What follows belongs to an exercise in optimizing a design on an open flow for small area, a short achievable clock period and few clock cycles; a production flow would make more cautious choices. Function was checked by simulation only, so behaviour that the tests miss may differ from the original. Power is estimated from default activity; no workload was simulated.

==> flow/design.v (excerpt) <==
module top(
    input             clk,
    input             rst,
    input             read_n,
    input             start_in,
    input             valid_input,
    input      [7:0]  r_addr,
    input      [7:0]  X_load,
    output            ry,
    output     [8:0]  data_out,
    output            finish
);
  reg [1:0] ph;
  always @(posedge clk or negedge rst)
    if (!rst) ph <= 2'd0;
    else      ph <= ph + 2'd1;
  wire [1:0] col_head = 2'd0 - ph;    
  reg [3:0] sl;
  always @(posedge clk or negedge rst)
    if (!rst) sl <= 4'b0100;
    else      sl <= {sl[0], sl[3:1]};
  reg       loading;
  reg [4:0] cnt;
  reg [1:0] jslot;      
  reg       fin_r;
  always @(posedge clk or negedge rst)
    if (!rst) begin
      loading <= 1'b0;
      cnt     <= 5'd0;
      jslot   <= 2'd3;
      fin_r   <= 1'b0;
    end else begin
      fin_r <= valid_input & loading & (cnt == 5'd31);
      if (start_in) begin
        loading <= 1'b1;
        cnt     <= 5'd0;
        jslot   <= jslot + 2'd1;
      end else if (valid_input & loading) begin
        cnt <= cnt + 5'd1;
        if (cnt == 5'd31) loading <= 1'b0;
      end
    end
  reg [7:0] xb0, xb1, xb2, xb3;
  reg [2:0] kb0, kb1, kb2, kb3;
  reg [3:0] pend;
  wire       vin = valid_input & loading;
  wire [3:0] ld  = {4{vin}} & (4'b0001 << cnt[1:0]);
  always @(posedge clk) begin
    if (ld[0]) begin xb0 <= X_load; kb0 <= cnt[4:2]; end
    if (ld[1]) begin xb1 <= X_load; kb1 <= cnt[4:2]; end
    if (ld[2]) begin xb2 <= X_load; kb2 <= cnt[4:2]; end
    if (ld[3]) begin xb3 <= X_load; kb3 <= cnt[4:2]; end
  end
  always @(posedge clk or negedge rst)
    if (!rst) pend <= 4'd0;
    else      pend <= ld | (pend & ~sl);
  function [6:0] coef;
    input [1:0] c;
    input [2:0] k;
    begin
      case ({c, k})
        5'd0:  coef = 7'b1100011;
        5'd1:  coef = 7'b1000000;
        5'd2:  coef = 7'b0110110;
        5'd3:  coef = 7'b1001110;
        5'd4:  coef = 7'b1101101;
        5'd5:  coef = 7'b1010101;
        5'd6:  coef = 7'b1000011;
        5'd7:  coef = 7'b0100110;
        5'd8:  coef = 7'b1011010;
        5'd9:  coef = 7'b0110000;
  ...
export LEC_CHECK = 0
export CAP_MARGIN = 20
export CORE_MARGIN = 2
export CORE_UTILIZATION = 45
export CTS_CLUSTER_DIAMETER = 100
export CTS_CLUSTER_SIZE = 25
export SLEW_MARGIN = 20
create_clock -name core_clock -period 8.0 [get_ports {clk}]
standard.sh (not shown) runs the stock make flow with config.mk's settings and CLKGATE_MAP_FILE= SYNTH_SCRIPT=/design/flow/synth_recipe.tcl, a recipe that flattens the netlist after the stock synthesis.
==> flow/flow/run.sh <==
#!/bin/bash
set -euo pipefail
bash standard.sh SETUP_SLACK_MARGIN=5.3 finish > flow_make.log 2>&1
The first run passed the timing, DRC and antenna checks.
Testbench counts at the start, summed over its fixed seeds: cycles 5,344.
Edit:
- TNS_END_PERCENT: not set -> 10
Effect: Die area stays the same; wire length came out higher slightly; sequential cell count stays the same; non-clock buffer count fell by 9; power shrinks slightly; core utilization shrinks by 0.21 points; worst hold slack is about the same; critical path depth does not change; setup slack barely changes; maximum frequency barely changes.

* * *

job 2130:
top, a different RTL version from the one above (not shown whole).
Size in the first run: ~3200 cells after synthesis, ~44000 µm² of cells after synthesis.
==> flow/config.mk <==
export PLATFORM = sky130hd
export DESIGN_NAME = top
export DESIGN_NICKNAME = top
export VERILOG_FILES = /design/flow/design.v
export SDC_FILE = /design/flow/constraint.sdc
export NUM_CORES = 4
export LEC_CHECK = 0
export CAP_MARGIN = 20
export CORE_MARGIN = 2
export CORE_UTILIZATION = 45
export CTS_CLUSTER_DIAMETER = 100
export CTS_CLUSTER_SIZE = 28
export SETUP_SLACK_MARGIN = 5
export SLEW_MARGIN = 20
==> flow/constraint.sdc <==
create_clock -name core_clock -period 8.0 [get_ports {clk}]
set_input_delay 1.6000 -clock core_clock [delete_from_list [all_inputs] [get_ports {clk}]]
set_output_delay 1.6000 -clock core_clock [all_outputs]
set_load 0.01 [all_outputs]
run.sh (not shown) runs the stock make flow with config.mk's settings and CLKGATE_MAP_FILE= SYNTH_SCRIPT=/design/flow/synth_recipe.tcl, a recipe that flattens the netlist after the stock synthesis.
Stock flow here: none of the scripts above is used.
Testbench counts of job 2130, summed over its fixed seeds: cycles 5,344.
Inputs modified between job 2130 and job 2510:
==> flow/flow/run.sh (new file) <==
#!/bin/bash
set -euo pipefail
bash standard.sh SETUP_SLACK_MARGIN=5.3 finish > flow_make.log 2>&1
==> flow/standard.sh (new file) <==
#!/bin/bash
# synth_recipe.tcl (not shown) runs the flow's synth.tcl, then flattens the netlist and writes it again
# the make line also repeats each setting of config.mk as NAME=value (left out here)
make -C /OpenROAD-flow-scripts/flow DESIGN_CONFIG=/design/flow/config.mk WORK_HOME=/design/flow/orfs CLKGATE_MAP_FILE= SYNTH_SCRIPT=/design/flow/synth_recipe.tcl "${@:-finish}"
--- a/flow/config.mk
+++ b/flow/config.mk
@@ -12,3 +12,2 @@
 export CTS_CLUSTER_SIZE = 28
-export SETUP_SLACK_MARGIN = 5
 export SLEW_MARGIN = 20
removed: flow/run.sh
Findings:
- Job 2510 went all the way through the flow, and no timing, DRC or antenna check failed.
- Delta (job 2510 minus job 2130): via count of the first global-routing pass +about 1.6%, total power now larger, least setup slack across all paths after layout lower, maximum fanout along the worst path down 1, global-route usage has increased.
- Job 2510 and job 2130 ended up with nearly the same number of placed instances with taps included.
- | hold slack | job 2510 vs job 2130 | ≈ equal |
- Register-to-register slack, job 2510 and job 2130, higher one = job 2130.
- Cell area reported after detailed placement essentially unchanged between job 2510 and job 2130.
- Diff job 2510..job 2130 | share of flip-flops with an asynchronous set or reset | unchanged
- The lower layout overhead on the synthesized area came out of job 2130.

[separate check: timing with driven ports]
In the flow no input, the clock included, has a driving cell. The finished layouts below were timed again as built, in two steps. Step 1: set_driving_cell puts a clkbuf_16 on clk and a buf_2 on each other input, an assumption about the parent block. Step 2 also shifts input and output timing later by t, the mid clock arrival at the registers, as if the neighbouring blocks saw the same clock. Three values: ideal, step 1, step 2; two values: the first two.
run	t (ns)	setup WS [ns]	hold slack, ns	worst setup path after step 2
the first run of note 1	0.737	5.195 / 5.124 / 4.675	0.322 / 0.322 / 0.322	input to register
the second run of note 1	0.735	5.195 / 5.127 / 4.610	0.322 / 0.322 / 0.322	input to register
job 2130	0.722	4.972 / 4.972 / 4.589	0.322 / 0.322 / 0.322	input to register
job 2510	0.714	4.924 / 4.924 / 4.691	0.320 / 0.320 / 0.320	input to register
After both steps every run listed still meets setup and hold. The setup slack of the second run of note 1, which loses most, moves by -0.068 ns with the drivers and by -0.585 ns with both steps.
